What follows belongs to an exercise in optimizing a design on an open flow for small area, a short achievable clock period and few clock cycles; a production flow would make more cautious choices.
Where RTL was checked, it was by simulation tests only, not by an equivalence proof against the original.
For run 1, only the layout was checked, not whether the RTL still works.
Power figures rest on the tool's default switching activity, not on a simulated workload.

==> flow/design.v <==
`timescale 1ns / 1ps
module matrix_alu (
    input wire clk,
    input wire rst_n,
    input wire        start,
    input wire [2:0]  opcode,
    input wire [15:0] scalar_val,
    input wire [1:0]  slot_a_idx,
    input wire [1:0]  slot_b_idx,
    output reg        done,
    output reg        error,
    output reg [1:0]  mem_rd_slot,
    output reg [2:0]  mem_rd_row,
    output reg [2:0]  mem_rd_col,
    input  wire [15:0] mem_rd_data,
    input wire [2:0]  mem_current_m,
    input wire [2:0]  mem_current_n,
    output wire [1:0]  mem_wr_slot,
    output reg [2:0]  mem_wr_row,
    output reg [2:0]  mem_wr_col,
    output reg [15:0] mem_wr_data,
    output reg        mem_wr_we,
    output reg [2:0]  mem_res_m,
    output reg [2:0]  mem_res_n,
    output reg        mem_dim_we
);
    assign mem_wr_slot = 2'd2;
    wire is_add = (opcode == 3'd0);
    wire is_sub = (opcode == 3'd1);
    wire is_mul = (opcode == 3'd2);
    wire is_sca = (opcode == 3'd3);
    wire is_tra = (opcode == 3'd4);
    wire bad_op = opcode[2] & (opcode[1] | opcode[0]);
    wire two_ph = ~opcode[2];                   
    wire mulsca = is_mul | is_sca;
    reg       s1;          
    reg       rd_act;      
    reg       c1;          
    reg       phb;         
    reg       phbm;        
    reg [2:0] i, j, k;
    reg [2:0] dma, dna;    
    reg        e1, e2, e_first, e_last, e2_last, f_v, e_ew;
    reg [15:0] a_hold, b_cur, cs_s, cs_c;
    reg [3:0]  bo, bt, bn;    
    always @(*) begin
        mem_rd_row = phbm ? k : i;
        mem_rd_col = phbm ? j : k;
    end
    wire       go     = start & ~bad_op;
    wire       rd_now = s1 | rd_act;
    wire [2:0] ma_e   = s1 ? mem_current_m : dma;
    wire [2:0] na_e   = s1 ? mem_current_n : dna;
    wire [2:0] nb_e   = c1 ? mem_current_n : mem_res_n;
    wire mism = c1 & (((is_add | is_sub) & ((mem_current_m != dma) | (mem_current_n != dna))) |
                      (is_mul & (mem_current_m != dna)));
    wire i_max = (i == ma_e - 3'd1);
    wire k_max = (k == na_e - 3'd1);
    wire j_max = (j == nb_e - 3'd1);
    reg  kill;             
    wire adv    = rd_now & (phb | ~two_ph) & ~kill;
    wire end_rd = adv & i_max & k_max & (~is_mul | j_max);
    wire nphb   = (rd_now & two_ph & ~kill & ~phb) | (go & is_sca);
    always @(posedge clk or negedge rst_n) begin
        if (!rst_n) begin
            s1 <= 1'b0; rd_act <= 1'b0; c1 <= 1'b0; phb <= 1'b0; kill <= 1'b0;
            i <= 3'd0; j <= 3'd0; k <= 3'd0;
            e1 <= 1'b0; e2 <= 1'b0; f_v <= 1'b0; e_ew <= 1'b0;
            mem_wr_we <= 1'b0; mem_wr_row <= 3'd0; mem_wr_col <= 3'd0;
            mem_dim_we <= 1'b0;
            done <= 1'b0; error <= 1'b0;
        end else begin
            s1 <= go;
            c1 <= s1 & two_ph;
            kill <= mism;
            if (kill | end_rd) rd_act <= 1'b0;
            else if (rd_now) rd_act <= 1'b1;
            phb  <= nphb;
            if (kill) begin
                i <= 3'd0; j <= 3'd0; k <= 3'd0;
            end else if (adv) begin
                if (is_tra) begin
                    if (i_max) begin
                        i <= 3'd0;
                        k <= k_max ? 3'd0 : k + 3'd1;
                    end else i <= i + 3'd1;
                end else if (k_max) begin
                    k <= 3'd0;
                    if (~is_mul | j_max) begin
                        j <= 3'd0;
                        i <= i_max ? 3'd0 : i + 3'd1;
                    end else j <= j + 3'd1;
                end else k <= k + 3'd1;
            end
            e1      <= adv & mulsca;
            e2      <= e1 & ~kill;
            f_v     <= e2 & e2_last;
            e_ew    <= adv & ~mulsca;
            mem_wr_we <= (e_ew & ~kill) | f_v;
            done <= 1'b0;
            if (mem_wr_we) begin
                if (mem_wr_col == mem_res_n - 3'd1) begin
                    mem_wr_col <= 3'd0;
                    if (mem_wr_row == mem_res_m - 3'd1) begin
                        mem_wr_row <= 3'd0;
                        done <= 1'b1;
                    end else mem_wr_row <= mem_wr_row + 3'd1;
                end else mem_wr_col <= mem_wr_col + 3'd1;
            end
            mem_dim_we <= (s1 & ~two_ph) | (c1 & two_ph & ~mism);
            if (start) error <= bad_op;
            else if (mism) error <= 1'b1;
        end
    end
    wire [8:0] bsrc = phb ? {a_hold[7:0], 1'b0} : a_hold[15:7];
    integer d;
    wire acc_en = ~(e1 & e_first);
    wire t0 = (bo[0] & b_cur[0]) ^ bn[0];
    wire t1 = ((bo[0] & b_cur[1]) | (bt[0] & b_cur[0])) ^ bn[0];
    wire t2 = ((bo[0] & b_cur[2]) | (bt[0] & b_cur[1])) ^ bn[0];
    wire t3 = ((bo[0] & b_cur[3]) | (bt[0] & b_cur[2])) ^ bn[0];
    wire t4 = ((bo[0] & b_cur[4]) | (bt[0] & b_cur[3])) ^ bn[0];
    wire t5 = ((bo[0] & b_cur[5]) | (bt[0] & b_cur[4])) ^ bn[0];
    wire t6 = ((bo[0] & b_cur[6]) | (bt[0] & b_cur[5])) ^ bn[0];
    wire t7 = ((bo[0] & b_cur[7]) | (bt[0] & b_cur[6])) ^ bn[0];
    wire t8 = ((bo[0] & b_cur[8]) | (bt[0] & b_cur[7])) ^ bn[0];
    wire t9 = ((bo[0] & b_cur[9]) | (bt[0] & b_cur[8])) ^ bn[0];
    wire t10 = ((bo[0] & b_cur[10]) | (bt[0] & b_cur[9])) ^ bn[0];
    wire t11 = ((bo[0] & b_cur[11]) | (bt[0] & b_cur[10])) ^ bn[0];
    wire t12 = ((bo[0] & b_cur[12]) | (bt[0] & b_cur[11])) ^ bn[0];
    wire t13 = ((bo[0] & b_cur[13]) | (bt[0] & b_cur[12])) ^ bn[0];
    wire t14 = ((bo[0] & b_cur[14]) | (bt[0] & b_cur[13])) ^ bn[0];
    wire t15 = ((bo[0] & b_cur[15]) | (bt[0] & b_cur[14])) ^ bn[0];
    wire t16 = bn[0];
    wire t17 = (bo[1] & b_cur[0]) ^ bn[1];
    wire t18 = ((bo[1] & b_cur[1]) | (bt[1] & b_cur[0])) ^ bn[1];
    wire t19 = ((bo[1] & b_cur[2]) | (bt[1] & b_cur[1])) ^ bn[1];
    wire t20 = ((bo[1] & b_cur[3]) | (bt[1] & b_cur[2])) ^ bn[1];
    wire t21 = ((bo[1] & b_cur[4]) | (bt[1] & b_cur[3])) ^ bn[1];
    wire t22 = ((bo[1] & b_cur[5]) | (bt[1] & b_cur[4])) ^ bn[1];
    wire t23 = ((bo[1] & b_cur[6]) | (bt[1] & b_cur[5])) ^ bn[1];
    wire t24 = ((bo[1] & b_cur[7]) | (bt[1] & b_cur[6])) ^ bn[1];
    wire t25 = ((bo[1] & b_cur[8]) | (bt[1] & b_cur[7])) ^ bn[1];
    wire t26 = ((bo[1] & b_cur[9]) | (bt[1] & b_cur[8])) ^ bn[1];
    wire t27 = ((bo[1] & b_cur[10]) | (bt[1] & b_cur[9])) ^ bn[1];
    wire t28 = ((bo[1] & b_cur[11]) | (bt[1] & b_cur[10])) ^ bn[1];
    wire t29 = ((bo[1] & b_cur[12]) | (bt[1] & b_cur[11])) ^ bn[1];
    wire t30 = ((bo[1] & b_cur[13]) | (bt[1] & b_cur[12])) ^ bn[1];
    wire t31 = bn[1];
    wire t32 = (bo[2] & b_cur[0]) ^ bn[2];
    wire t33 = ((bo[2] & b_cur[1]) | (bt[2] & b_cur[0])) ^ bn[2];
    wire t34 = ((bo[2] & b_cur[2]) | (bt[2] & b_cur[1])) ^ bn[2];
    wire t35 = ((bo[2] & b_cur[3]) | (bt[2] & b_cur[2])) ^ bn[2];
    wire t36 = ((bo[2] & b_cur[4]) | (bt[2] & b_cur[3])) ^ bn[2];
    wire t37 = ((bo[2] & b_cur[5]) | (bt[2] & b_cur[4])) ^ bn[2];
    wire t38 = ((bo[2] & b_cur[6]) | (bt[2] & b_cur[5])) ^ bn[2];
    wire t39 = ((bo[2] & b_cur[7]) | (bt[2] & b_cur[6])) ^ bn[2];
    wire t40 = ((bo[2] & b_cur[8]) | (bt[2] & b_cur[7])) ^ bn[2];
    wire t41 = ((bo[2] & b_cur[9]) | (bt[2] & b_cur[8])) ^ bn[2];
    wire t42 = ((bo[2] & b_cur[10]) | (bt[2] & b_cur[9])) ^ bn[2];
    wire t43 = ((bo[2] & b_cur[11]) | (bt[2] & b_cur[10])) ^ bn[2];
    wire t44 = bn[2];
    wire t45 = (bo[3] & b_cur[0]) ^ bn[3];
    wire t46 = ((bo[3] & b_cur[1]) | (bt[3] & b_cur[0])) ^ bn[3];
    wire t47 = ((bo[3] & b_cur[2]) | (bt[3] & b_cur[1])) ^ bn[3];
    wire t48 = ((bo[3] & b_cur[3]) | (bt[3] & b_cur[2])) ^ bn[3];
    wire t49 = ((bo[3] & b_cur[4]) | (bt[3] & b_cur[3])) ^ bn[3];
    wire t50 = ((bo[3] & b_cur[5]) | (bt[3] & b_cur[4])) ^ bn[3];
    wire t51 = ((bo[3] & b_cur[6]) | (bt[3] & b_cur[5])) ^ bn[3];
    wire t52 = ((bo[3] & b_cur[7]) | (bt[3] & b_cur[6])) ^ bn[3];
    wire t53 = ((bo[3] & b_cur[8]) | (bt[3] & b_cur[7])) ^ bn[3];
    wire t54 = ((bo[3] & b_cur[9]) | (bt[3] & b_cur[8])) ^ bn[3];
    wire t55 = bn[3];
    wire t56 = acc_en & cs_s[0];
    wire t57 = acc_en & cs_c[0];
    wire t58 = acc_en & cs_s[1];
    wire t59 = acc_en & cs_c[1];
    wire t60 = acc_en & cs_s[2];
    wire t61 = acc_en & cs_c[2];
    wire t62 = acc_en & cs_s[3];
    wire t63 = acc_en & cs_c[3];
    wire t64 = acc_en & cs_s[4];
    wire t65 = acc_en & cs_c[4];
    wire t66 = acc_en & cs_s[5];
    wire t67 = acc_en & cs_c[5];
    wire t68 = acc_en & cs_s[6];
    wire t69 = acc_en & cs_c[6];
    wire t70 = acc_en & cs_s[7];
    wire t71 = acc_en & cs_c[7];
    wire t72 = acc_en & cs_s[8];
    wire t73 = acc_en & cs_c[8];
    wire t74 = acc_en & cs_s[9];
    wire t75 = acc_en & cs_c[9];
    wire t76 = acc_en & cs_s[10];
    wire t77 = acc_en & cs_c[10];
    wire t78 = acc_en & cs_s[11];
    wire t79 = acc_en & cs_c[11];
    wire t80 = acc_en & cs_s[12];
    wire t81 = acc_en & cs_c[12];
    wire t82 = acc_en & cs_s[13];
    wire t83 = acc_en & cs_c[13];
    wire t84 = acc_en & cs_s[14];
    wire t85 = acc_en & cs_c[14];
    wire t86 = acc_en & cs_s[15];
    wire t87 = acc_en & cs_c[15];
    wire t88 = t16 ^ t56 ^ t57;
    wire t89 = (t16 & t56) | (t16 & t57) | (t56 & t57);
    wire t90 = t58 ^ t59 ^ t1;
    wire t91 = (t58 & t59) | (t58 & t1) | (t59 & t1);
    wire t92 = t31 ^ t60 ^ t61;
    wire t93 = (t31 & t60) | (t31 & t61) | (t60 & t61);
    wire t94 = t17 ^ t2 ^ t91;
    wire t95 = (t17 & t2) | (t17 & t91) | (t2 & t91);
    wire t96 = t62 ^ t63 ^ t18;
    wire t97 = (t62 & t63) | (t62 & t18) | (t63 & t18);
    wire t98 = t3 ^ t93 ^ t96;
    wire t99 = (t3 & t93) | (t3 & t96) | (t93 & t96);
    wire t100 = t44 ^ t64 ^ t65;
    wire t101 = (t44 & t64) | (t44 & t65) | (t64 & t65);
    wire t102 = t19 ^ t32 ^ t4;
    wire t103 = (t19 & t32) | (t19 & t4) | (t32 & t4);
    wire t104 = t100 ^ t97 ^ t102;
    wire t105 = (t100 & t97) | (t100 & t102) | (t97 & t102);
    wire t106 = t66 ^ t67 ^ t20;
    wire t107 = (t66 & t67) | (t66 & t20) | (t67 & t20);
    wire t108 = t33 ^ t5 ^ t101;
    wire t109 = (t33 & t5) | (t33 & t101) | (t5 & t101);
    wire t110 = t103 ^ t106 ^ t108;
    wire t111 = (t103 & t106) | (t103 & t108) | (t106 & t108);
    wire t112 = t55 ^ t68 ^ t69;
    wire t113 = (t55 & t68) | (t55 & t69) | (t68 & t69);
    wire t114 = t21 ^ t34 ^ t45;
    wire t115 = (t21 & t34) | (t21 & t45) | (t34 & t45);
    wire t116 = t6 ^ t107 ^ t112;
    wire t117 = (t6 & t107) | (t6 & t112) | (t107 & t112);
    wire t118 = t114 ^ t109 ^ t116;
    wire t119 = (t114 & t109) | (t114 & t116) | (t109 & t116);
    wire t120 = t70 ^ t71 ^ t22;
    wire t121 = (t70 & t71) | (t70 & t22) | (t71 & t22);
    wire t122 = t35 ^ t46 ^ t7;
    wire t123 = (t35 & t46) | (t35 & t7) | (t46 & t7);
    wire t124 = t113 ^ t115 ^ t120;
    wire t125 = (t113 & t115) | (t113 & t120) | (t115 & t120);
    wire t126 = t122 ^ t117 ^ t124;
    wire t127 = (t122 & t117) | (t122 & t124) | (t117 & t124);
    wire t128 = t72 ^ t73 ^ t23;
    wire t129 = (t72 & t73) | (t72 & t23) | (t73 & t23);
    wire t130 = t36 ^ t47 ^ t8;
    wire t131 = (t36 & t47) | (t36 & t8) | (t47 & t8);
    wire t132 = t121 ^ t123 ^ t128;
    wire t133 = (t121 & t123) | (t121 & t128) | (t123 & t128);
    wire t134 = t130 ^ t125 ^ t132;
    wire t135 = (t130 & t125) | (t130 & t132) | (t125 & t132);
    wire t136 = t74 ^ t75 ^ t24;
    wire t137 = (t74 & t75) | (t74 & t24) | (t75 & t24);
    wire t138 = t37 ^ t48 ^ t9;
    wire t139 = (t37 & t48) | (t37 & t9) | (t48 & t9);
    wire t140 = t129 ^ t131 ^ t136;
    wire t141 = (t129 & t131) | (t129 & t136) | (t131 & t136);
    wire t142 = t138 ^ t133 ^ t140;
    wire t143 = (t138 & t133) | (t138 & t140) | (t133 & t140);
    wire t144 = t76 ^ t77 ^ t10;
    wire t145 = (t76 & t77) | (t76 & t10) | (t77 & t10);
    wire t146 = t25 ^ t38 ^ t49;
    wire t147 = (t25 & t38) | (t25 & t49) | (t38 & t49);
    wire t148 = t137 ^ t139 ^ t144;
    wire t149 = (t137 & t139) | (t137 & t144) | (t139 & t144);
    wire t150 = t146 ^ t141 ^ t148;
    wire t151 = (t146 & t141) | (t146 & t148) | (t141 & t148);
    wire t152 = t78 ^ t79 ^ t11;
    wire t153 = (t78 & t79) | (t78 & t11) | (t79 & t11);
    wire t154 = t26 ^ t39 ^ t50;
    wire t155 = (t26 & t39) | (t26 & t50) | (t39 & t50);
    wire t156 = t145 ^ t147 ^ t152;
    wire t157 = (t145 & t147) | (t145 & t152) | (t147 & t152);
    wire t158 = t154 ^ t149 ^ t156;
    wire t159 = (t154 & t149) | (t154 & t156) | (t149 & t156);
    wire t160 = t80 ^ t81 ^ t12;
    wire t161 = (t80 & t81) | (t80 & t12) | (t81 & t12);
    wire t162 = t27 ^ t40 ^ t51;
    wire t163 = (t27 & t40) | (t27 & t51) | (t40 & t51);
    wire t164 = t153 ^ t155 ^ t160;
    wire t165 = (t153 & t155) | (t153 & t160) | (t155 & t160);
    wire t166 = t162 ^ t157 ^ t164;
    wire t167 = (t162 & t157) | (t162 & t164) | (t157 & t164);
    wire t168 = t82 ^ t83 ^ t13;
    wire t169 = (t82 & t83) | (t82 & t13) | (t83 & t13);
    wire t170 = t28 ^ t41 ^ t52;
    wire t171 = (t28 & t41) | (t28 & t52) | (t41 & t52);
    wire t172 = t161 ^ t163 ^ t168;
    wire t173 = (t161 & t163) | (t161 & t168) | (t163 & t168);
    wire t174 = t170 ^ t165 ^ t172;
    wire t175 = (t170 & t165) | (t170 & t172) | (t165 & t172);
    wire t176 = t84 ^ t85 ^ t14;
    wire t177 = (t84 & t85) | (t84 & t14) | (t85 & t14);
    wire t178 = t29 ^ t42 ^ t53;
    wire t179 = (t29 & t42) | (t29 & t53) | (t42 & t53);
    wire t180 = t169 ^ t171 ^ t176;
    wire t181 = (t169 & t171) | (t169 & t176) | (t171 & t176);
    wire t182 = t178 ^ t173 ^ t180;
    wire t183 = (t178 & t173) | (t178 & t180) | (t173 & t180);
    wire t184 = t86 ^ t87 ^ t15;
    wire t185 = t30 ^ t43 ^ t54;
    wire t186 = t177 ^ t179 ^ t184;
    wire t187 = t185 ^ t181 ^ t186;
    wire t188 = t183 ^ t187;
    wire [15:0] cs_s_n = {t188, t175, t167, t159, t151, t143, t135, t127, t119, t111, t105, t99, t95, t92, t89, t0};
    wire [15:0] cs_c_n = {1'b0, t182, t174, t166, t158, t150, t142, t134, t126, t118, t110, t104, t98, t94, t90, t88};
    always @(posedge clk) begin
        if (s1) begin
            dma <= mem_current_m;
            dna <= mem_current_n;
            mem_res_m <= is_tra ? mem_current_n : mem_current_m;
            mem_res_n <= is_tra ? mem_current_m : mem_current_n;
        end
        if (c1 & is_mul) mem_res_n <= mem_current_n;
        phbm <= nphb & is_mul;
        mem_rd_slot <= (nphb & ~is_sca) ? slot_b_idx : slot_a_idx;
        e_first <= ~is_mul | (k == 3'd0);
        e_last  <= ~is_mul | k_max;
        e2_last <= e_last;
    end
    always @(posedge clk) begin
        if (start | (rd_now & two_ph & ~phb & ~is_sca))
            a_hold <= is_sca ? scalar_val : mem_rd_data;
        b_cur <= (phb | ~two_ph) ? mem_rd_data : {b_cur[7:0], 8'd0};
        for (d = 0; d < 4; d = d + 1) begin
            bo[d] <= bsrc[2*d+1] ^ bsrc[2*d];
            bt[d] <= (bsrc[2*d+2] & ~bsrc[2*d+1] & ~bsrc[2*d]) | (~bsrc[2*d+2] & bsrc[2*d+1] & bsrc[2*d]);
            bn[d] <= bsrc[2*d+2];
        end
        cs_s <= cs_s_n;
        cs_c <= cs_c_n;
        if (mulsca)      mem_wr_data <= cs_s + cs_c;
        else if (is_add) mem_wr_data <= a_hold + b_cur;
        else if (is_sub) mem_wr_data <= a_hold - b_cur;
        else             mem_wr_data <= b_cur;
    end
endmodule
==> flow/run.sh <==
#!/bin/bash
# synth_recipe.tcl (not shown) runs the flow's synth.tcl, then flattens the netlist and writes it again
# the make line also repeats each setting of config.mk as NAME=value (left out here)
make -C /OpenROAD-flow-scripts/flow DESIGN_CONFIG=/design/flow/config.mk WORK_HOME=/design/flow/orfs CLKGATE_MAP_FILE= SYNTH_SCRIPT=/design/flow/synth_recipe.tcl finish
==> flow/config.mk <==
export PLATFORM = sky130hd
export DESIGN_NAME = matrix_alu
export DESIGN_NICKNAME = matrix_alu
export VERILOG_FILES = /design/flow/design.v
export SDC_FILE = /design/flow/constraint.sdc
export NUM_CORES = 4
export LEC_CHECK = 0
export CAP_MARGIN = 20
export CORE_MARGIN = 2
export CORE_UTILIZATION = 60
export CTS_BUF_LIST = sky130_fd_sc_hd__clkbuf_4 sky130_fd_sc_hd__clkbuf_8
export SETUP_SLACK_MARGIN = 5
export SLEW_MARGIN = 20
==> flow/constraint.sdc <==
create_clock -name core_clock -period 8.0 [get_ports {clk}]
set_input_delay 1.6000 -clock core_clock [delete_from_list [all_inputs] [get_ports {clk}]]
set_output_delay 1.6000 -clock core_clock [all_outputs]
set_load 0.01 [all_outputs]
==> flow_metrics.py, run 1 <==
metrics = {
    "routing": {
        "dr_total_vias": 7992,
        "drt_first_pass_iters": 5,
        "wl_mm": 26.38,
        "post-route-drc-count": 0,
        "vias_per_cell": 5.903,
        "postRouteAntennaNets": 0,
        "routedWlPerCell_microns": 19.48,
        "drt_first_iter_violations": 736,
    },
    "grt": {
        "antenna_found_initial": 0,
        "met1_usage_pct": 40.51,
        "grt_pass1_wl_mm": 41.16,
        "grt-ovfl-total": 0,
        "grt_max_degree": 30,
        "grt.total_usage_pct": 30.56,
        "grt_pass1_vias": 7690,
        "grt_use_met2_pct": 49.65,
        "grtUsageMet3_pct": 6.752,
        "busiest_layer": "met2",
    },
    "sta": {
        "finalCriticalPeriod_ns": 2.979,
        "worst_slew_pin_slew_ns": 0.8479,
        "fin_skew_ns": 0.01389,
        "max_freq_mhz": 335.7,
        "period_share_pct": 37.24,
        "finalHoldViolCount": 0,
        "rsz0062_at_grt": "true",
        "tns_ns": 0,
        "whs_ns": 0.3420,
        "slew_headroom_pct": 43.47,
        "setup_viol": 0,
        "slew_violations": 0,
    },
    "clocking": {
        "insertion_delay_ns": 0.47,
        "clock-sinks": 137,
        "clockRootBuffer": "clkbuf_8",
        "clk_path_buf_depth": 2,
        "path_clk_slew_ns": 0.08,
        "cts_tree": "built",
        "h-tree-depth": 4,
        "cts_hold_buffers": 0,
        "cts_inserted_buffers": 17,
    },
    "synth": {
        "ys_ff_latch": 137,
        "synth-xor-area-share_pct": 10.67,
        "ys.flop_type": "dfxtp_1",
        "synthSimpleGateAreaFrac_pct": 12.00,
        "async_reset_ff_share_pct": 20.44,
        "synth_compound_area_share_pct": 14.66,
        "synth_cells": 1028,
        "synth_edf_count": 22,
        "syn-cell-area_sq_um": 9771,
        "synth_top_family_by_area": "adder cells",
        "ys_warn_count": 1,
        "synth_fa_ha_area_share_pct": 17.62,
        "synth_seq_area_share_pct": 31.76,
        "synthMuxAreaShare_pct": 7.312,
        "synth.avg_cell_area_sq_um": 9.504,
        "synthDistinctLibCells": 78,
        "synth_nets": 1183,
    },
    "placed_design": {
        "hpwl_mm": 19.03,
        "gp_congestion": 0.9435,
        "io_buffers": 87,
    },
    "floorplan": {
        "die_h_microns": 131.6,
        "rows": 46,
        "core_area_sq_um": 15890,
        "die_w_microns": 131.6,
        "ios": 90,
        "start_util_pct": 61.51,
        "dieArea_sq_um": 17320,
    },
    "worst_setup_path": {
        "start_kind": "flip-flop",
        "worst_setup_path_end_kind": "primary output",
        "crit_buf_inv": 1,
        "crit_fanout": 1,
        "cp_top_family": "buffers and inverters",
        "max_stage_delay_ns": 0.55,
        "cp_cell_sequence": "clkdlybuf4s50_1",
        "cp.arrival_ns": 1.38,
        "cp.required_ns": 6.40,
        "cp_slowest_cell": "clkdlybuf4s50_1",
        "path_class": "reg -> out",
    },
    "power_and_ir_drop": {
        "ir_drop_v": 0.0002295,
        "p_per_area_nw_per_um2": 385.8,
        "p_leak_nw": 5.038,
    },
    "layout": {
        "regArea_sq_um": 3167,
        "n_antenna_cell": 0,
        "fillers": 1236,
        "drive_gt1_share_pct": 19.77,
        "syn2layout_area_growth_pct": 21.65,
        "nNetsFinal": 1280,
        "multi_input_area_sq_um": 6420,
    },
    "hold_path": {
        "hold_path_class": "reg -> reg",
    },
    "run_status": {
        "status": "no timing/DRC/antenna violations",
    },
    "job": {
        "drv_cap": 0,
    },
}
-- flip-flops by register name, summed over array words and instances, names as in the netlist, 4 cells and up --
name and flops:
a_hold 16, bt 4, bn 4, b_cur 16, cs_s 16, cs_c 15, mem_wr_data 16, bo 4
-- routing by layer --
layer / part of all wire, % / wire (microns)
met1: 42 / 11150
met2: 48 / 12580
met3: 7.4 / 1960
met4: 2.6 / 697
met5: 0 / 0
-- per-stage QoR --
stage	worst slack (ns)	cell area, sq um	util [%]	total power [mW]	std cells
after global routing	4.976	11890	74.83	5.008	1354
after global placement	3.624	10810	68.05	3.736	1279
after floorplan	4.927	9903	-	3.054	1028
final	5.021	11890	74.83	4.586	1354
after CTS	4.989	11530	72.58	4.483	1332
after detailed placement	3.550	10810	68.05	3.804	1279
-- logic make-up after synthesis --
family                     Yosys count
buffers and inverters              142
muxes                               65
DFF                                137
AOI/OAI and AO/OA                  217
adders and majority gates          107
and+or+nand+nor                    239
other                                2
xor gates and xnor gates           119
-- cells in the mapped netlist (22+ instances only) --
master / number / area share, %
a21oi_1: 51 / 2.6
a22oi_1: 53 / 4.1
clkbuf_1: 33 / 1.3
dfrtp_1: 28 / 7.2
dfxtp_1: 87 / 18
edfxtp_1: 22 / 6.8
fa_1: 51 / 10
ha_1: 56 / 7.2
inv_1: 82 / 3.2
mux2_2: 41 / 4.7
mux2i_1: 23 / 2.4
nand2_1: 75 / 2.9
nor2_1: 53 / 2.0
nor2b_1: 22 / 1.4
nor3_1: 22 / 1.1
o21ai_0: 47 / 2.4
xnor2_1: 93 / 8.3
xor2_1: 26 / 2.3
-- worst reg2reg max path, stage by stage (launching register included) --
cell and delay (ns):
dfxtp_4 0.47, inv_1 0.11, ha_1 0.47, nor2b_1 0.10
nor3_1 0.15, nand3_1 0.17, a311o_1 0.43, a31oi_1 0.24
mux2i_1 0.25, nand4_1 0.12, a221o_1 0.30
-- cell type report --
class | instances | share of cell area, %
Timing Repair Buffer | 135 | 10.81
Sequential cell | 137 | 26.64
Tap cell | 216 | 2.274
Inverter | 85 | 2.726
Clock inverter | 11 | 1.211
Clock buffer | 21 | 2.326
Multi-Input combinational cell | 749 | 54.01
-- worst paths after layout --
| check | startpoint | end | slack, ns | depth (start not counted) |
|---|---|---|---|---|
| max reg2reg | b_cur[6]$_SDFF_PP0_ | mem_wr_data[15]$_DFF_P_ | 5.10 | 10 |
| max in group asynchronous | rst_n | mem_wr_we$_DFF_PN0_ | 6.16 | 2 |
| min in group asynchronous | rst_n | error$_DFFE_PN0P_ | 1.53 | 2 |
| min reg2reg | e_last$_DFF_P_ | e2_last$_DFF_P_ | 0.34 | 0 |
| max | mem_wr_data[15]$_DFF_P_ | mem_wr_data[15] | 5.02 | 1 |
| min | e_last$_DFF_P_ | e2_last$_DFF_P_ | 0.34 | 0 |
-- power breakdown --
group,switching [mW],leakage [nW],internal [mW]
clock,0.289,0.221,0.332
combinational,1.46,3.51,1.30
sequential,0.248,1.31,0.963
-- layout by cell type, fill, tap and decap left out, types with 5 or more instances in the layout --
cell              n
a21o_1            6
a21oi_1          45
a22oi_1          52
a31oi_1           7
and2_1            9
buf_2             9
buf_4            41
clkbuf_8         19
clkdlybuf4s50_1  62
clkinv_2          5
dfrtp_1          26
dfxtp_1          60
dfxtp_2          16
dfxtp_4          11
dlygate4sd2_1     6
dlymetal6s2s_1    6
edfxtp_1         22
fa_1             48
ha_1             50
inv_1            80
mux2_2           40
mux2i_1          19
nand2_1          71
nand2b_1          6
nand3_1          10
nand3b_1          6
nor2_1           50
nor2b_1          21
nor3_1           20
o21a_1            6
o21ai_0          40
o21ai_1           5
or3_1             5
xnor2_1          91
xor2_1           26
-- repair_timing --
item	CTS	global route
gates resized for setup	106	60
cloned	1	1
pin swaps	9	18
setup buffers	20	21
endpoints found under the setup margin	93	23
==> run 2: changes to the inputs <==
--- a/flow/design.v
+++ b/flow/design.v
@@ -40,7 +40,7 @@
     reg       phbm;        
     reg [2:0] i, j, k;
     reg [2:0] dma, dna;    
-    reg        e1, e2, e_first, e_last, e2_last, f_v, e_ew;
+    reg        e1, e2, e_last, e2_last, f_v, e_ew, acc_clr;
     reg [15:0] a_hold, b_cur, cs_s, cs_c;
     reg [3:0]  bo, bt, bn;    
     always @(*) begin
@@ -94,9 +94,9 @@
             end
             e1      <= adv & mulsca;
             e2      <= e1 & ~kill;
-            f_v     <= e2 & e2_last;
+            f_v     <= (e_ew & ~kill) | (e2 & e2_last);
             e_ew    <= adv & ~mulsca;
-            mem_wr_we <= (e_ew & ~kill) | f_v;
+            mem_wr_we <= f_v;
             done <= 1'b0;
             if (mem_wr_we) begin
                 if (mem_wr_col == mem_res_n - 3'd1) begin
@@ -112,9 +112,10 @@
             else if (mism) error <= 1'b1;
         end
     end
-    wire [8:0] bsrc = phb ? {a_hold[7:0], 1'b0} : a_hold[15:7];
+    wire [8:0] bsrc = ~mulsca ? ((is_sub & phb) ? 9'b111111110 : 9'b000000010) :
+                      phb ? {a_hold[7:0], 1'b0} : a_hold[15:7];
     integer d;
-    wire acc_en = ~(e1 & e_first);
+    wire acc_en = ~acc_clr;
     wire t0 = (bo[0] & b_cur[0]) ^ bn[0];
     wire t1 = ((bo[0] & b_cur[1]) | (bt[0] & b_cur[0])) ^ bn[0];
     wire t2 = ((bo[0] & b_cur[2]) | (bt[0] & b_cur[1])) ^ bn[0];
@@ -316,14 +317,14 @@
         if (c1 & is_mul) mem_res_n <= mem_current_n;
         phbm <= nphb & is_mul;
         mem_rd_slot <= (nphb & ~is_sca) ? slot_b_idx : slot_a_idx;
-        e_first <= ~is_mul | (k == 3'd0);
+        acc_clr <= mulsca ? (adv & (~is_mul | (k == 3'd0))) : (~two_ph | ~phb);
         e_last  <= ~is_mul | k_max;
         e2_last <= e_last;
     end
     always @(posedge clk) begin
-        if (start | (rd_now & two_ph & ~phb & ~is_sca))
+        if (start | (rd_now & is_mul & ~phb))
             a_hold <= is_sca ? scalar_val : mem_rd_data;
-        b_cur <= (phb | ~two_ph) ? mem_rd_data : {b_cur[7:0], 8'd0};
+        b_cur <= (phb | ~mulsca) ? mem_rd_data : {b_cur[7:0], 8'd0};
         for (d = 0; d < 4; d = d + 1) begin
             bo[d] <= bsrc[2*d+1] ^ bsrc[2*d];
             bt[d] <= (bsrc[2*d+2] & ~bsrc[2*d+1] & ~bsrc[2*d]) | (~bsrc[2*d+2] & bsrc[2*d+1] & bsrc[2*d]);
@@ -331,9 +332,6 @@
         end
         cs_s <= cs_s_n;
         cs_c <= cs_c_n;
-        if (mulsca)      mem_wr_data <= cs_s + cs_c;
-        else if (is_add) mem_wr_data <= a_hold + b_cur;
-        else if (is_sub) mem_wr_data <= a_hold - b_cur;
-        else             mem_wr_data <= b_cur;
+        mem_wr_data <= cs_s + cs_c;
     end
 endmodule
--- a/flow/config.mk
+++ b/flow/config.mk
@@ -7,7 +7,6 @@
 export LEC_CHECK = 0
 export CAP_MARGIN = 20
 export CORE_MARGIN = 2
-export CORE_UTILIZATION = 60
-export CTS_BUF_LIST = sky130_fd_sc_hd__clkbuf_4 sky130_fd_sc_hd__clkbuf_8
+export CORE_UTILIZATION = 40
 export SETUP_SLACK_MARGIN = 5
 export SLEW_MARGIN = 20
==> flow_metrics.py, run 2 <==
metrics = {
    "routing": {
        "dr_total_vias": 5599,
        "drt_first_pass_iters": 4,
        "wl_met3_microns": 576,
        "routedWlPerCell_microns": 15.30,
        "met2_length_mm": 8.124,
        "drt_first_iter_violations": 269,
        "vias_per_cell": 4.881,
        "wl_mm": 17.55,
        "postRouteAntennaNets": 0,
        "m1WireLength_mm": 8.570,
        "post-route-drc-count": 0,
        "top_layer_used": "met4",
    },
    "synth": {
        "synth_top_family_by_area": "adder cells",
        "synth_cells": 773,
        "synthMuxAreaShare_pct": 7.393,
        "synth.most_common_cell": "dfxtp_1",
        "ys_warn_count": 1,
        "ys.flop_type": "dfxtp_1",
        "ys_ff_latch": 137,
        "synth_compound_area_share_pct": 11.44,
        "synthSimpleGateAreaFrac_pct": 10.59,
        "synth.avg_cell_area_sq_um": 10.60,
        "yosys.area.top_type": "dfxtp_1",
        "synth_area_leaders": "dfxtp_1 21%, fa_1 12%, dfrtp_1 8.6%, xnor2_1 8.1%, edfxtp_1 8.1%",
        "synth_seq_area_share_pct": 37.88,
        "yosys-top-cells-count": "87 x dfxtp_1, 76 x xnor2_1, 58 x inv_1",
        "syn-cell-area_sq_um": 8192,
        "async_reset_ff_share_pct": 20.44,
        "synthDistinctLibCells": 66,
        "synth-xor-area-share_pct": 11.43,
        "yosysTopAreaCellShare_pct": 21.26,
        "synth_fa_ha_area_share_pct": 15.95,
        "synth_nets": 896,
        "synth_edf_count": 22,
    },
    "power_and_ir_drop": {
        "p_leak_nw": 4.143,
        "ir_drop_v": 0.0001459,
        "power_mw": 3.263,
        "p_per_area_nw_per_um2": 319.9,
    },
    "sta": {
        "worst_slew_pin_slew_ns": 0.7951,
        "rsz0062_at_grt": "true",
        "postLayoutSetupSlackWorst_ns": 4.944,
        "setup_viol": 0,
        "slew_violations": 0,
        "finalCriticalPeriod_ns": 3.056,
        "period_share_pct": 38.21,
        "max_freq_mhz": 327.2,
        "tns_ns": 0,
        "slew_headroom_pct": 46.99,
        "fin_skew_ns": 0.007780,
        "finalHoldViolCount": 0,
    },
    "grt": {
        "grt_pass1_vias": 5571,
        "grt-ovfl-total": 0,
        "grt_pass1_wl_mm": 29.18,
        "grt.total_usage_pct": 16.98,
        "antenna_found_initial": 0,
        "grt_max_degree": 32,
    },
    "layout": {
        "syn2layout_area_growth_pct": 24.53,
        "nNetsFinal": 987,
        "fillers": 1877,
        "drive_gt1_share_pct": 18.81,
        "mostFrequentLayoutCells": "76 x dfxtp_1, 73 x xnor2_1, 67 x clkdlybuf4s50_1",
        "final_common_cell": "dfxtp_1",
        "n_antenna_cell": 0,
    },
    "clocking": {
        "insertion_delay_ns": 0.42,
        "cts_hold_buffers": 0,
        "h-tree-depth": 4,
        "cts_inserted_buffers": 17,
        "clock-sinks": 137,
        "path_clk_slew_ns": 0.06,
        "clk_path_buf_depth": 2,
        "cts_tree": "built",
        "clockRootBuffer": "clkbuf_16",
    },
    "hold_path": {
        "hold_path_depth": 0,
        "min_to": "e2_last$_DFF_P_",
        "min_from": "e_last$_DFF_P_",
        "hold_path_class": "reg -> reg",
    },
    "floorplan": {
        "core_area_sq_um": 20170,
        "ios": 90,
        "rows": 52,
        "die_h_microns": 147.1,
        "start_util_pct": 40.61,
        "die_w_microns": 147.1,
        "dieArea_sq_um": 21640,
    },
    "worst_setup_path": {
        "start_kind": "input port",
        "r2r_cells": 9,
        "cp.required_ns": 8.35,
        "worst_setup_path_end_kind": "flip-flop",
        "timing.rr.end": "cs_s[15]$_DFF_P_",
        "crit_fanout": 6,
        "regToRegStartpoint": "bo[3]$_DFF_P_",
        "cp.arrival_ns": 3.40,
        "rrSetupSlack_ns": 5.11,
        "path_class": "in -> reg",
    },
    "placed_design": {
        "io_buffers": 87,
        "hpwl_mm": 12.80,
        "gp_congestion": 0.7863,
        "dpl_worst_slack_ns": 3.931,
    },
    "job": {
        "drv_cap": 0,
    },
    "run_status": {
        "status": "no timing/DRC/antenna violations",
    },
}
run 2: critical path, cell delays in order:
cell and delay, ns:
buf_12 0.11, mux2i_4 0.16, ha_4 0.18, xor2_4 0.17, xnor2_2 0.10, o31ai_4 0.26, a21oi_4 0.12, or4_4 0.55
a21oi_2 0.15
run 2: kinds of logic after synthesis:
kind of cell,Yosys count
compound gates,134
xor+xnor,106
fa+ha+maj,75
buf+inv,101
flops,137
mux,54
other cells,2
simple gates,164
run 2: area by class of cell:
| type | instances | area, sq um | share of cell area (%) |
|---|---|---|---|
| flip-flops and latches | 137 | 3133 | 30.71 |
| clock buffers | 20 | 467.9 | 4.587 |
| repair buffers | 114 | 1046 | 10.25 |
| clock inverters | 12 | 160.2 | 1.570 |
| well taps | 270 | 337.8 | 3.312 |
| multi-input cells | 535 | 4832 | 47.37 |
| inverters | 59 | 224.0 | 2.196 |
run 2: worst max path at each step:
stage / startpoint / end / cells after the start
2_1_floorplan: mem_current_n[0] / i[0]$_DFFE_PN0P_ / 7
3_3_place_gp: opcode[1] / mem_rd_slot[1]$_DFF_P_ / 5
3_5_place_dp: mem_current_n[0] / i[1]$_DFFE_PN0P_ / 9
4_1_cts: mem_current_n[0] / i[1]$_DFFE_PN0P_ / 9
5_1_grt: mem_current_n[0] / i[1]$_DFFE_PN0P_ / 9
6_report: mem_current_n[0] / i[1]$_DFFE_PN0P_ / 9
run 2: report_power, final:
part	switching, mW	internal (mW)
clock	0.312	0.522
sequential	0.147	0.906
combinational	0.683	0.693
total	1.14	2.12
run 2: per-layer routing:
metal  track usage (%)  vias to the layer above
li1                  -                     2792
met1             24.11                     2682
met2             26.26                      105
met3             3.106                       20
met4             5.721                        0
met5                 0                        -
run 2: repair_timing:
item	in CTS	in global routing
pin swaps	11	10
setup buffers	16	8
endpoints found under the setup margin	91	31
hold endpoints to repair	0	0
resized for setup	71	34
run 2: through the flow:
stage / cells / util [%] / hold slack (ns) / cell area, sq um
after floorplan: 773 / - / 0.3096 / 8277
after global placement: 1091 / 46.09 / 0.3129 / 9295
after detailed placement: 1091 / 46.09 / 0.3154 / 9295
after CTS: 1139 / 49.91 / 0.3297 / 10070
after global routing: 1147 / 50.58 / 0.3428 / 10200
final: 1147 / 50.58 / 0.3263 / 10200
Testbench counts of run 2, summed over its fixed seeds: cycles 11,863.
==> run 3: changes to the inputs <==
--- a/flow/config.mk
+++ b/flow/config.mk
@@ -7,6 +7,8 @@
 export LEC_CHECK = 0
 export CAP_MARGIN = 20
 export CORE_MARGIN = 2
-export CORE_UTILIZATION = 40
+export CORE_UTILIZATION = 70
+export CTS_BUF_LIST = sky130_fd_sc_hd__clkbuf_4 sky130_fd_sc_hd__clkbuf_8
+export PLACE_DENSITY = 0.8
 export SETUP_SLACK_MARGIN = 5
 export SLEW_MARGIN = 20
==> flow_metrics.py, run 3 <==
metrics = {
    "grt": {
        "grt_max_degree": 32,
        "grt.total_usage_pct": 31.15,
        "grt-ovfl-total": 0,
        "antenna_found_initial": 0,
        "grt_pass1_vias": 6364,
        "grt_pass1_wl_mm": 31.14,
    },
    "sta": {
        "slew_violations": 0,
        "finalHoldViolCount": 0,
        "fin_skew_ns": 0.01201,
        "finalCriticalPeriod_ns": 2.995,
        "worst_slew_pin_slew_ns": 0.7741,
        "rsz0062_at_grt": "true",
        "period_share_pct": 37.44,
        "setup_viol": 0,
        "slew_headroom_pct": 48.40,
        "max_freq_mhz": 333.9,
        "tns_ns": 0,
        "postLayoutSetupSlackWorst_ns": 5.005,
        "whs_ns": 0.3428,
    },
    "clocking": {
        "cts_hold_buffers": 0,
        "h-tree-depth": 4,
        "path_clk_slew_ns": 0.09,
        "cts_inserted_buffers": 17,
        "insertion_delay_ns": 0.46,
        "clock-sinks": 137,
        "cts_tree": "built",
        "clk_path_buf_depth": 2,
        "clockRootBuffer": "clkbuf_8",
    },
    "job": {
        "drv_cap": 0,
    },
    "worst_setup_path": {
        "regToRegStartpoint": "bn[3]$_DFF_P_",
        "crit_start": "mem_current_n[0]",
        "timing.rr.end": "cs_s[15]$_DFF_P_",
        "cp.arrival_ns": 3.38,
        "cp.required_ns": 8.39,
        "r2r_cells": 8,
        "path_class": "in -> reg",
        "crit_fanout": 5,
        "start_kind": "input port",
        "worst_setup_path_end_kind": "flip-flop",
        "rrSetupSlack_ns": 5.06,
    },
    "layout": {
        "fillers": 580,
        "drive_gt1_share_pct": 18.98,
        "n_antenna_cell": 0,
        "final_common_cell": "dfxtp_1",
        "layoutNonFillerInstCount": 1023,
        "nNetsFinal": 990,
        "utilization_pct": 86.05,
        "fin_area_sq_um": 9826,
        "syn2layout_area_growth_pct": 19.95,
        "multi_input_area_sq_um": 4836,
        "regArea_sq_um": 3129,
        "mostFrequentLayoutCells": "76 x dfxtp_1, 72 x xnor2_1, 58 x inv_1, 58 x clkdlybuf4s50_1",
    },
    "routing": {
        "routedWlPerCell_microns": 18.57,
        "drt_first_iter_violations": 470,
        "drt_first_pass_iters": 5,
        "post-route-drc-count": 0,
        "vias_per_cell": 6.015,
        "wl_mm": 18.99,
        "dr_total_vias": 6153,
        "postRouteAntennaNets": 0,
    },
    "hold_path": {
        "min_from": "e_last$_DFF_P_",
        "hold_path_depth": 0,
        "hold_path_class": "reg -> reg",
        "min_to": "e2_last$_DFF_P_",
    },
    "synth": {
        "ys.flop_type": "dfxtp_1",
        "syn-cell-area_sq_um": 8192,
        "yosysTopAreaCellShare_pct": 21.26,
        "synth_edf_count": 22,
        "ys_warn_count": 1,
        "synth_nets": 896,
        "synthMuxAreaShare_pct": 7.393,
        "yosys-top-cells-count": "87 x dfxtp_1, 76 x xnor2_1, 58 x inv_1",
        "synth_cells": 773,
        "synth-xor-area-share_pct": 11.43,
        "synthSimpleGateAreaFrac_pct": 10.59,
        "synth.most_common_cell": "dfxtp_1",
        "ys_ff_latch": 137,
        "yosys.area.top_type": "dfxtp_1",
        "synth.avg_cell_area_sq_um": 10.60,
        "async_reset_ff_share_pct": 20.44,
        "synth_top_family_by_area": "adder cells",
        "synth_fa_ha_area_share_pct": 15.95,
        "synth_seq_area_share_pct": 37.88,
        "synth_area_leaders": "dfxtp_1 21%, fa_1 12%, dfrtp_1 8.6%, xnor2_1 8.1%, edfxtp_1 8.1%",
        "synthDistinctLibCells": 66,
        "synth_compound_area_share_pct": 11.44,
    },
    "power_and_ir_drop": {
        "p_leak_nw": 4.137,
        "p_per_area_nw_per_um2": 311.4,
        "ir_drop_v": 0.0003139,
        "power_mw": 3.059,
    },
    "floorplan": {
        "start_util_pct": 71.74,
        "ios": 90,
        "dieArea_sq_um": 12580,
        "core_area_sq_um": 11420,
        "die_w_microns": 112.2,
        "die_h_microns": 112.2,
        "rows": 39,
    },
    "placed_design": {
        "dpl_worst_slack_ns": 3.933,
        "dpl_cell_area_sq_um": 9121,
        "io_buffers": 87,
        "place_inst": 962,
        "gp_congestion": 0.9261,
        "hpwl_mm": 13.05,
    },
    "run_status": {
        "status": "no timing/DRC/antenna violations",
    },
}
## run 3: cell counts after synthesis
Identical to the previous run, type by type.
## run 3: what timing repair did
action / in CTS / in global routing
setup endpoints to repair: 95 / 28
gates resized for setup: 75 / 31
gates cloned: 0 / 0
buffers inserted: 27 / 2
pin swaps: 12 / 9
## run 3: cells by family (layout without fill, tap and decap cells)
kind of cell             count (synthesis)  in the layout
AO/OA/AOI/OAI                          134            134
XOR/XNOR                               106            106
adder cells (fa/ha/maj)                 75             75
buffers and inverters                  101            208
flip-flops                             137            137
multiplexers                            54             54
other                                    2              2
AND/OR/NAND/NOR                        164            164
## run 3: area by class of cell
| type | count | share of cell area [%] |
|---|---|---|
| Inverter | 59 | 2.254 |
| Sequential cell | 137 | 31.85 |
| Multi-Input combinational cell | 535 | 49.22 |
| Clock inverter | 15 | 1.528 |
| Clock buffer | 17 | 2.381 |
| Timing Repair Buffer | 117 | 10.95 |
| Tap cell | 143 | 1.821 |
## run 3: metal layers
layer	GRT usage [%]	wire length (microns)
met5	0	0
met4	13.58	526
met3	6.533	1114
met2	52.89	9758
met1	38.79	7594
## run 3: how the worst max path moves through the flow
stage,to,slack [ns],cells after the start
after detailed placement,i[1]$_DFFE_PN0P_,3.93,9
after global placement,i[0]$_DFFE_PN0P_,4.04,9
after global routing,cs_s[15]$_DFF_P_,4.85,10
after floorplan,i[0]$_DFFE_PN0P_,4.78,7
final,i[1]$_DFFE_PN0P_,5.01,8
after CTS,mem_rd_col[2],4.97,3
## run 3: power breakdown
group | internal (mW) | switching (mW)
combinational | 0.712 | 0.733
clock | 0.235 | 0.320
sequential | 0.904 | 0.157
total | 1.85 | 1.21
## run 3: critical path, cell delays in order
cell	delay, ns
buf_4	0.15
mux2i_4	0.18
ha_4	0.24
xnor2_2	0.14
o31ai_4	0.30
a21oi_2	0.13
or4_1	0.49
a21oi_1	0.14
==> run 4: changes to the inputs <==
--- a/flow/config.mk
+++ b/flow/config.mk
@@ -7,8 +7,7 @@
 export LEC_CHECK = 0
 export CAP_MARGIN = 20
 export CORE_MARGIN = 2
-export CORE_UTILIZATION = 70
+export CORE_UTILIZATION = 60
 export CTS_BUF_LIST = sky130_fd_sc_hd__clkbuf_4 sky130_fd_sc_hd__clkbuf_8
-export PLACE_DENSITY = 0.8
 export SETUP_SLACK_MARGIN = 5
 export SLEW_MARGIN = 20
==> flow_metrics.py, run 4 <==
metrics = {
    "run_status": {
        "status": "no timing/DRC/antenna violations",
    },
    "synth": {
        "synth_seq_area_share_pct": 37.88,
        "synth_cells": 773,
        "ys.flop_type": "dfxtp_1",
        "ys_warn_count": 1,
        "synth_edf_count": 22,
        "async_reset_ff_share_pct": 20.44,
        "synth.most_common_cell": "dfxtp_1",
        "synth.avg_cell_area_sq_um": 10.60,
        "yosys-top-cells-count": "87 x dfxtp_1, 76 x xnor2_1, 58 x inv_1",
        "syn-cell-area_sq_um": 8192,
        "synth_area_leaders": "dfxtp_1 21%, fa_1 12%, dfrtp_1 8.6%, xnor2_1 8.1%, edfxtp_1 8.1%",
        "yosys.area.top_type": "dfxtp_1",
        "ys_ff_latch": 137,
        "synthDistinctLibCells": 66,
        "yosysTopAreaCellShare_pct": 21.26,
        "synth_nets": 896,
    },
    "placed_design": {
        "io_buffers": 87,
        "hpwl_mm": 12.87,
        "gp_congestion": 0.9107,
        "place_inst": 995,
    },
    "worst_setup_path": {
        "cp.required_ns": 6.40,
        "max_stage_delay_ns": 0.39,
        "cp_cell_sequence": "buf_12, mux2_2, buf_6",
        "crit_fanout": 4,
        "cp_slowest_cell": "dfxtp_4",
        "worst_setup_path_end_kind": "primary output",
        "cp.arrival_ns": 1.42,
        "start_kind": "flip-flop",
        "path_class": "reg -> out",
    },
    "grt": {
        "grtUsageMet3_pct": 4.575,
        "met1_usage_pct": 32.65,
        "grt.total_usage_pct": 25.60,
        "antenna_found_initial": 0,
        "grt_pass1_vias": 6059,
        "grt_use_met2_pct": 42.66,
        "grt_max_degree": 32,
        "busiest_layer": "met2",
        "grt-ovfl-total": 0,
        "grt_pass1_wl_mm": 29.32,
    },
    "floorplan": {
        "ios": 90,
        "dieArea_sq_um": 14600,
        "rows": 42,
        "core_area_sq_um": 13300,
        "die_h_microns": 120.8,
        "start_util_pct": 61.61,
        "die_w_microns": 120.8,
    },
    "sta": {
        "worst_slew_pin_slew_ns": 0.9448,
        "rsz0062_at_grt": "true",
        "period_share_pct": 37.74,
        "max_freq_mhz": 331.2,
        "finalCriticalPeriod_ns": 3.019,
        "tns_ns": 0,
        "fin_skew_ns": 0.01468,
        "setup_viol": 0,
        "slew_headroom_pct": 37.01,
        "slew_violations": 0,
        "finalHoldViolCount": 0,
    },
    "layout": {
        "drive_gt1_share_pct": 20.93,
        "n_antenna_cell": 0,
        "mostFrequentLayoutCells": "72 x dfxtp_1, 70 x xnor2_1, 62 x clkdlybuf4s50_1",
        "utilization_pct": 75.38,
        "fillers": 907,
        "nNetsFinal": 994,
        "layoutNonFillerInstCount": 1060,
        "syn2layout_area_growth_pct": 22.35,
        "final_common_cell": "dfxtp_1",
    },
    "clocking": {
        "clock-sinks": 137,
        "cts_hold_buffers": 0,
        "path_clk_slew_ns": 0.08,
        "clockRootBuffer": "clkbuf_8",
        "h-tree-depth": 4,
        "cts_inserted_buffers": 17,
        "clk_path_buf_depth": 2,
        "insertion_delay_ns": 0.46,
        "cts_tree": "built",
    },
    "routing": {
        "routedWlPerCell_microns": 17.29,
        "drt_first_iter_violations": 345,
        "dr_total_vias": 5976,
        "postRouteAntennaNets": 0,
        "post-route-drc-count": 0,
        "drt_first_pass_iters": 5,
        "vias_per_cell": 5.638,
        "wl_mm": 18.33,
    },
    "hold_path": {
        "hold_path_class": "reg -> reg",
    },
    "power_and_ir_drop": {
        "p_per_area_nw_per_um2": 309.5,
        "p_leak_nw": 4.155,
        "ir_drop_v": 0.0001818,
    },
    "job": {
        "drv_cap": 0,
    },
}
-- run 4: final timing paths --
path | start | endpoint | slack [ns] | cells past startpoint
max in group asynchronous | rst_n | mem_wr_we$_DFF_PN0_ | 6.17 | 2
min | e_last$_DFF_P_ | e2_last$_DFF_P_ | 0.34 | 0
max reg2reg | s1$_DFF_PN0_ | k[1]$_DFFE_PN0P_ | 5.10 | 9
max | phbm$_DFF_P_ | mem_rd_col[2] | 4.98 | 3
min reg2reg | e_last$_DFF_P_ | e2_last$_DFF_P_ | 0.34 | 0
min in group asynchronous | rst_n | k[0]$_DFFE_PN0P_ | 1.53 | 2
-- run 4: metal layers --
metal | wire length [microns] | vias up
met5 | 0 | -
met4 | 557 | 0
met3 | 910 | 52
met2 | 9093 | 213
met1 | 7767 | 2908
li1 | - | 2803
-- run 4: layout make-up --
cell class	instances	area, sq um	share of cell area, %
multi-input combinational	535	4916	49.05
sequential	137	3148	31.41
timing repair buffer	121	1127	11.25
clock buffer	17	234.0	2.335
inverter	59	224.0	2.235
tap	176	220.2	2.197
clock inverter	15	152.6	1.523
-- run 4: kinds of logic after synthesis --
logic type                 Yosys count  synth area share, %
AOI/OAI and AO/OA                  134                11.44
xor gates and xnor gates           106                11.43
adders and majority gates           75                15.95
buffers and inverters              101                5.239
DFF                                137                37.88
muxes                               54                7.393
other                                2              0.09168
and+or+nand+nor                    164                10.59
-- run 4: where the power goes --
group | switching, mW | leakage (nW) | internal, mW | total, mW
Sequential | 0.154 | 1.30 | 0.905 | 1.06
Combinational | 0.733 | 2.66 | 0.746 | 1.48
Clock | 0.287 | 0.196 | 0.277 | 0.564
Total | 1.17 | 4.15 | 1.93 | 3.10
-- run 4: metrics by stage --
stage | worst slack (ns) | power, mW | hold WS (ns) | area, sq um
global route | 4.945 | 3.327 | 0.3508 | 10020
detailed placement | 3.936 | 2.408 | 0.3237 | 9163
floorplan | 4.785 | 1.990 | 0.3096 | 8277
finish | 4.981 | 3.102 | 0.3361 | 10020
CTS | 4.965 | 3.034 | 0.3423 | 9804
global placement | 4.025 | 2.339 | 0.3158 | 9163
-- run 4: what timing repair did --
| action | CTS | global route |
|---|---|---|
| setup endpoints to repair | 91 | 28 |
| buffers inserted | 30 | 3 |
| resized for setup | 76 | 53 |
| endpoints found under the hold margin | 0 | 0 |
| pin swaps | 13 | 13 |
-- run 4: critical path: cells and delay by family, from the launching register on --
| kind | cells | cell delay [ns] |
|---|---|---|
| buffers and inverters | 2 | 0.23 |
| flip-flops | 1 | 0.39 |
| multiplexers | 1 | 0.34 |
==> run 5: changes to the inputs <==
--- a/flow/config.mk
+++ b/flow/config.mk
@@ -5,9 +5,9 @@
 export SDC_FILE = /design/flow/constraint.sdc
 export NUM_CORES = 4
 export LEC_CHECK = 0
-export CAP_MARGIN = 20
+export CAP_MARGIN = 0
 export CORE_MARGIN = 2
 export CORE_UTILIZATION = 60
 export CTS_BUF_LIST = sky130_fd_sc_hd__clkbuf_4 sky130_fd_sc_hd__clkbuf_8
 export SETUP_SLACK_MARGIN = 5
-export SLEW_MARGIN = 20
+export SLEW_MARGIN = 0
==> flow_metrics.py, run 5 <==
metrics = {
    "run_status": {
        "status": "no timing/DRC/antenna violations",
    },
    "floorplan": {
        "dieArea_sq_um": 14600,
        "die_h_microns": 120.8,
        "core_area_sq_um": 13300,
        "rows": 42,
        "ios": 90,
        "start_util_pct": 61.61,
        "die_w_microns": 120.8,
    },
    "power_and_ir_drop": {
        "p_leak_nw": 4.155,
        "ir_drop_v": 0.0001818,
        "p_per_area_nw_per_um2": 309.5,
        "power_mw": 3.102,
    },
    "synth": {
        "ys_ff_latch": 137,
        "async_reset_ff_share_pct": 20.44,
        "yosys-top-cells-count": "87 x dfxtp_1, 76 x xnor2_1, 58 x inv_1",
        "synth.avg_cell_area_sq_um": 10.60,
        "yosys.area.top_type": "dfxtp_1",
        "ys.flop_type": "dfxtp_1",
        "synth_area_leaders": "dfxtp_1 21%, fa_1 12%, dfrtp_1 8.6%, xnor2_1 8.1%, edfxtp_1 8.1%",
        "ys_warn_count": 1,
        "syn-cell-area_sq_um": 8192,
        "synth_edf_count": 22,
        "synth.most_common_cell": "dfxtp_1",
        "synth_cells": 773,
        "yosysTopAreaCellShare_pct": 21.26,
        "synth_nets": 896,
        "synthDistinctLibCells": 66,
        "synth_seq_area_share_pct": 37.88,
    },
    "worst_setup_path": {
        "path_class": "reg -> out",
        "cp.arrival_ns": 1.42,
        "worst_setup_path_end_kind": "primary output",
        "cp.required_ns": 6.40,
        "start_kind": "flip-flop",
        "crit_fanout": 4,
    },
    "clocking": {
        "clockRootBuffer": "clkbuf_8",
        "path_clk_slew_ns": 0.08,
        "clock-sinks": 137,
        "clk_path_buf_depth": 2,
        "cts_tree": "built",
        "insertion_delay_ns": 0.46,
        "cts_inserted_buffers": 17,
        "h-tree-depth": 4,
    },
    "grt": {
        "grt-ovfl-total": 0,
        "grt.total_usage_pct": 25.60,
        "antenna_found_initial": 0,
        "grt_max_degree": 32,
        "grt_pass1_wl_mm": 29.32,
        "grt_pass1_vias": 6059,
    },
    "placed_design": {
        "io_buffers": 87,
        "hpwl_mm": 12.87,
        "dpl_cell_area_sq_um": 9163,
        "place_inst": 995,
        "gp_congestion": 0.9107,
        "dpl_worst_slack_ns": 3.936,
    },
    "sta": {
        "tns_ns": 0,
        "period_share_pct": 37.74,
        "max_freq_mhz": 331.2,
        "rsz0062_at_grt": "true",
        "fin_skew_ns": 0.01468,
        "slew_headroom_pct": 37.01,
        "worst_slew_pin_slew_ns": 0.9448,
        "finalHoldViolCount": 0,
        "postLayoutSetupSlackWorst_ns": 4.981,
        "setup_viol": 0,
        "slew_violations": 0,
        "finalCriticalPeriod_ns": 3.019,
        "whs_ns": 0.3361,
    },
    "layout": {
        "utilization_pct": 75.38,
        "fin_area_sq_um": 10020,
        "final_common_cell": "dfxtp_1",
        "drive_gt1_share_pct": 20.93,
        "regArea_sq_um": 3148,
        "n_antenna_cell": 0,
        "nNetsFinal": 994,
        "fillers": 907,
        "mostFrequentLayoutCells": "72 x dfxtp_1, 70 x xnor2_1, 62 x clkdlybuf4s50_1",
        "syn2layout_area_growth_pct": 22.35,
        "layoutNonFillerInstCount": 1060,
        "multi_input_area_sq_um": 4916,
    },
    "routing": {
        "routedWlPerCell_microns": 17.29,
        "postRouteAntennaNets": 0,
        "wl_mm": 18.33,
        "drt_first_iter_violations": 345,
        "post-route-drc-count": 0,
        "vias_per_cell": 5.638,
        "dr_total_vias": 5976,
        "drt_first_pass_iters": 5,
    },
    "hold_path": {
        "hold_path_class": "reg -> reg",
    },
    "job": {
        "drv_cap": 0,
    },
}
-- run 5: kinds of logic after synthesis --
group / Yosys count / share of synthesized area (%)
AO/OA/AOI/OAI: 134 / 11.44
XOR/XNOR: 106 / 11.43
adder cells (fa/ha/maj): 75 / 15.95
buffers and inverters: 101 / 5.239
flip-flops: 137 / 37.88
multiplexers: 54 / 7.393
other: 2 / 0.09168
AND/OR/NAND/NOR: 164 / 10.59
-- run 5: cell type report --
type | count | share of cell area [%]
multi-input cells | 535 | 49.05
flip-flops and latches | 137 | 31.41
repair buffers | 121 | 11.25
clock buffers | 17 | 2.335
inverters | 59 | 2.235
well taps | 176 | 2.197
clock inverters | 15 | 1.523
-- run 5: path summary, 6_finish.rpt --
path	cells past startpoint	start	end	slack, ns
setup / recovery	3	phbm$_DFF_P_	mem_rd_col[2]	4.98
hold / removal	0	e_last$_DFF_P_	e2_last$_DFF_P_	0.34
setup reg to reg	9	s1$_DFF_PN0_	k[1]$_DFFE_PN0P_	5.10
hold reg to reg	0	e_last$_DFF_P_	e2_last$_DFF_P_	0.34
max in group asynchronous	2	rst_n	mem_wr_we$_DFF_PN0_	6.17
min in group asynchronous	2	rst_n	k[0]$_DFFE_PN0P_	1.53
-- run 5: routing by layer --
| metal | vias up | track usage (%) | part of all wire, % |
|---|---|---|---|
| li1 | 2803 | - | - |
| met3 | 52 | 4.575 | 5.0 |
| met1 | 2908 | 32.65 | 42 |
| met2 | 213 | 42.66 | 50 |
| met5 | - | 0 | 0 |
| met4 | 0 | 11.26 | 3.0 |
-- run 5: what timing repair did --
| item | in CTS | in global routing |
|---|---|---|
| pin swaps | 13 | 13 |
| hold endpoints to repair | 0 | 0 |
| buffers inserted | 30 | 3 |
| cloned | 0 | 0 |
| setup endpoints to repair | 91 | 28 |
| resized for setup | 76 | 53 |
| hold buffers | 0 | 0 |
-- run 5: critical path, stage by stage, from the launching register on --
cell	delay, ns
dfxtp_4	0.39
buf_12	0.11
mux2_2	0.34
buf_6	0.12
-- run 5: power breakdown --
part	switching [mW]	leakage, nW	total (mW)	internal [mW]
registers	0.154	1.30	1.06	0.905
logic	0.733	2.66	1.48	0.746
clock network	0.287	0.196	0.564	0.277
total	1.17	4.15	3.10	1.93
==> run 6: changes to the inputs <==
==> flow/flow/run.sh (new file) <==
#!/bin/bash
set -euo pipefail
export BUFFER_PORTS_ARGS="-buffer_cell sky130_fd_sc_hd__buf_1"
bash standard.sh finish > flow_make.log 2>&1
==> flow/standard.sh (new file) <==
#!/bin/bash
# synth_recipe.tcl (not shown) runs the flow's synth.tcl, then flattens the netlist and writes it again
# the make line also repeats each setting of config.mk as NAME=value (left out here)
make -C /OpenROAD-flow-scripts/flow DESIGN_CONFIG=/design/flow/config.mk WORK_HOME=/design/flow/orfs CLKGATE_MAP_FILE= SYNTH_SCRIPT=/design/flow/synth_recipe.tcl "${@:-finish}"
--- a/flow/config.mk
+++ b/flow/config.mk
@@ -5,9 +5,9 @@
 export SDC_FILE = /design/flow/constraint.sdc
 export NUM_CORES = 4
 export LEC_CHECK = 0
-export CAP_MARGIN = 0
+export CAP_MARGIN = 20
 export CORE_MARGIN = 2
 export CORE_UTILIZATION = 60
 export CTS_BUF_LIST = sky130_fd_sc_hd__clkbuf_4 sky130_fd_sc_hd__clkbuf_8
 export SETUP_SLACK_MARGIN = 5
-export SLEW_MARGIN = 0
+export SLEW_MARGIN = 20
removed: flow/run.sh
==> flow_metrics.py, run 6 <==
metrics = {
    "routing": {
        "post-route-drc-count": 0,
        "drt_first_pass_iters": 5,
        "routedWlPerCell_microns": 15.90,
        "dr_total_vias": 5717,
        "postRouteAntennaNets": 0,
        "drt_first_iter_violations": 213,
        "wl_mm": 16.53,
        "vias_per_cell": 5.497,
    },
    "worst_setup_path": {
        "cp_slowest_cell": "or4_4",
        "worst_setup_path_end_kind": "flip-flop",
        "crit_start": "mem_current_n[1]",
        "path_class": "in -> reg",
        "cp.required_ns": 8.38,
        "crit_buf_inv": 1,
        "crit_fanout": 5,
        "regToRegStartpoint": "s1$_DFF_PN0_",
        "start_kind": "input port",
        "cp_top_family": "simple AND/OR/NAND/NOR gates",
        "cp_cell_sequence": "buf_4, mux2i_4, ha_2, xnor2_2, xnor2_1, and3_4, a21oi_4, or4_4, a21oi_2",
        "max_stage_delay_ns": 0.56,
        "cp.arrival_ns": 3.43,
    },
    "power_and_ir_drop": {
        "p_per_area_nw_per_um2": 306.9,
        "ir_drop_v": 0.0001682,
        "p_leak_nw": 3.723,
    },
    "clocking": {
        "insertion_delay_ns": 0.46,
        "h-tree-depth": 4,
        "cts_inserted_buffers": 17,
        "path_clk_slew_ns": 0.08,
        "cts_tree": "built",
        "clockRootBuffer": "clkbuf_8",
        "clock-sinks": 137,
        "clk_path_buf_depth": 2,
    },
    "run_status": {
        "status": "no timing/DRC/antenna violations",
    },
    "hold_path": {
        "hold_path_class": "reg -> reg",
        "min_from": "e_last$_DFF_P_",
    },
    "floorplan": {
        "start_util_pct": 61.61,
        "die_w_microns": 120.8,
        "rows": 42,
        "dieArea_sq_um": 14600,
        "ios": 90,
        "die_h_microns": 120.8,
        "core_area_sq_um": 13300,
    },
    "sta": {
        "tns_ns": 0,
        "rsz0062_at_grt": "true",
        "slew_violations": 0,
        "finalCriticalPeriod_ns": 3.050,
        "worst_slew_pin_slew_ns": 0.8685,
        "slew_headroom_pct": 42.10,
        "period_share_pct": 38.13,
        "fin_skew_ns": 0.01111,
        "max_freq_mhz": 327.8,
        "finalHoldViolCount": 0,
        "setup_viol": 0,
    },
    "synth": {
        "synth_nets": 896,
        "synth_edf_count": 22,
        "synth_area_leaders": "dfxtp_1 21%, fa_1 12%, dfrtp_1 8.6%, xnor2_1 8.1%, edfxtp_1 8.1%",
        "ys.flop_type": "dfxtp_1",
        "synth_cells": 773,
        "synth.avg_cell_area_sq_um": 10.60,
        "yosys.area.top_type": "dfxtp_1",
        "syn-cell-area_sq_um": 8192,
        "synth_seq_area_share_pct": 37.88,
        "ys_warn_count": 1,
        "yosys-top-cells-count": "87 x dfxtp_1, 76 x xnor2_1, 58 x inv_1",
        "ys_ff_latch": 137,
        "async_reset_ff_share_pct": 20.44,
        "synth.most_common_cell": "dfxtp_1",
        "synthDistinctLibCells": 66,
        "yosysTopAreaCellShare_pct": 21.26,
    },
    "grt": {
        "grt_pass1_vias": 5642,
        "grt-ovfl-total": 0,
        "grt_use_met2_pct": 37.32,
        "grt_max_degree": 32,
        "antenna_found_initial": 0,
        "met1_usage_pct": 32.16,
        "grtUsageMet3_pct": 4.953,
        "grt_pass1_wl_mm": 27.18,
        "grt.total_usage_pct": 23.94,
        "busiest_layer": "met2",
    },
    "job": {
        "drv_cap": 0,
    },
    "layout": {
        "drive_gt1_share_pct": 17.82,
        "nNetsFinal": 974,
        "n_antenna_cell": 0,
        "syn2layout_area_growth_pct": 13.44,
        "layoutNonFillerInstCount": 1040,
        "mostFrequentLayoutCells": "80 x buf_1, 73 x xnor2_1, 71 x dfxtp_1",
        "final_common_cell": "buf_1",
    },
    "placed_design": {
        "hpwl_mm": 12.26,
        "io_buffers": 87,
        "place_inst": 995,
        "gp_congestion": 0.8887,
    },
}
## run 6: logic make-up after synthesis
group / Yosys count / synth area share (%)
other: 2 / 0.09168
AND/OR/NAND/NOR: 164 / 10.59
multiplexers: 54 / 7.393
adder cells (fa/ha/maj): 75 / 15.95
flip-flops: 137 / 37.88
buffers and inverters: 101 / 5.239
AO/OA/AOI/OAI: 134 / 11.44
XOR/XNOR: 106 / 11.43
## run 6: cell type report
cell class,instances,area [sq um]
Multi-Input combinational cell,535,4867
Fill cell,1029,4003
Sequential cell,137,3144
Timing Repair Buffer,101,474.2
Clock buffer,17,234.0
Inverter,59,224.0
Tap cell,176,220.2
Clock inverter,15,128.9
## run 6: path summary, 6_finish.rpt
check / to / slack, ns / depth (start not counted)
hold reg to reg: e2_last$_DFF_P_ / 0.33 / 0
hold / removal: e2_last$_DFF_P_ / 0.33 / 0
min in group asynchronous: k[1]$_DFFE_PN0P_ / 1.12 / 2
setup reg to reg: i[0]$_DFFE_PN0P_ / 5.10 / 8
setup / recovery: i[0]$_DFFE_PN0P_ / 4.95 / 9
max in group asynchronous: j[2]$_DFFE_PN0P_ / 6.57 / 2
## run 6: per-stage QoR
stage | hold WS (ns) | utilization, % | worst slack, ns | power (mW) | instance area, sq um
after floorplan | 0.3096 | - | 4.785 | 1.990 | 8277
final | 0.3346 | 69.89 | 4.950 | 2.852 | 9293
after CTS | 0.3370 | 67.97 | 4.894 | 2.831 | 9036
after detailed placement | 0.3178 | 64.82 | 4.256 | 2.287 | 8618
after global routing | 0.3583 | 69.89 | 4.937 | 3.103 | 9293
after global placement | 0.3168 | 64.82 | 4.390 | 2.236 | 8618
## run 6: power by group
part	switching, mW	internal (mW)	total [mW]	leakage, nW
registers	0.169	0.904	1.07	1.30
clock network	0.300	0.226	0.526	0.188
logic	0.659	0.594	1.25	2.23
## run 6: per-layer routing
layer  up-vias  share of wire (%)
met1      2755                 46
met4         0                2.1
met3        30                3.9
li1       2774                  -
met5         -                  0
met2       158                 48
## run 6: repair_timing
action,CTS,global route
resized for setup,15,61
hold buffers,0,0
pin swaps,2,15
hold endpoints to repair,0,0
endpoints found under the setup margin,44,10
setup buffers,4,9

-- re-timing with driven ports --
The flow's constraints put no driver on any port. The routed layouts listed below were extracted and timed again, unchanged, in two steps.
Step 1: set_driving_cell puts a clkbuf_16 on clk and a buf_2 on each other input, an assumption about the parent block.
Step 2 also shifts input and output timing later by t, the mid clock arrival at the registers, as if the neighbouring blocks saw the same clock.
Three values: no drivers, after step 1, after step 2; two values: the first two.
run	t, ns	setup slack, ns
run 1	0.504	5.021 / 4.978 / 4.619
run 2	0.461	4.944 / 4.940 / 4.479
run 3	0.490	5.005 / 4.993 / 4.531
run 4	0.486	4.981 / 4.943 / 4.516
run 5	0.486	4.981 / 4.943 / 4.516
run 6	0.492	4.950 / 4.944 / 4.452
After both steps every run listed still meets setup and hold.
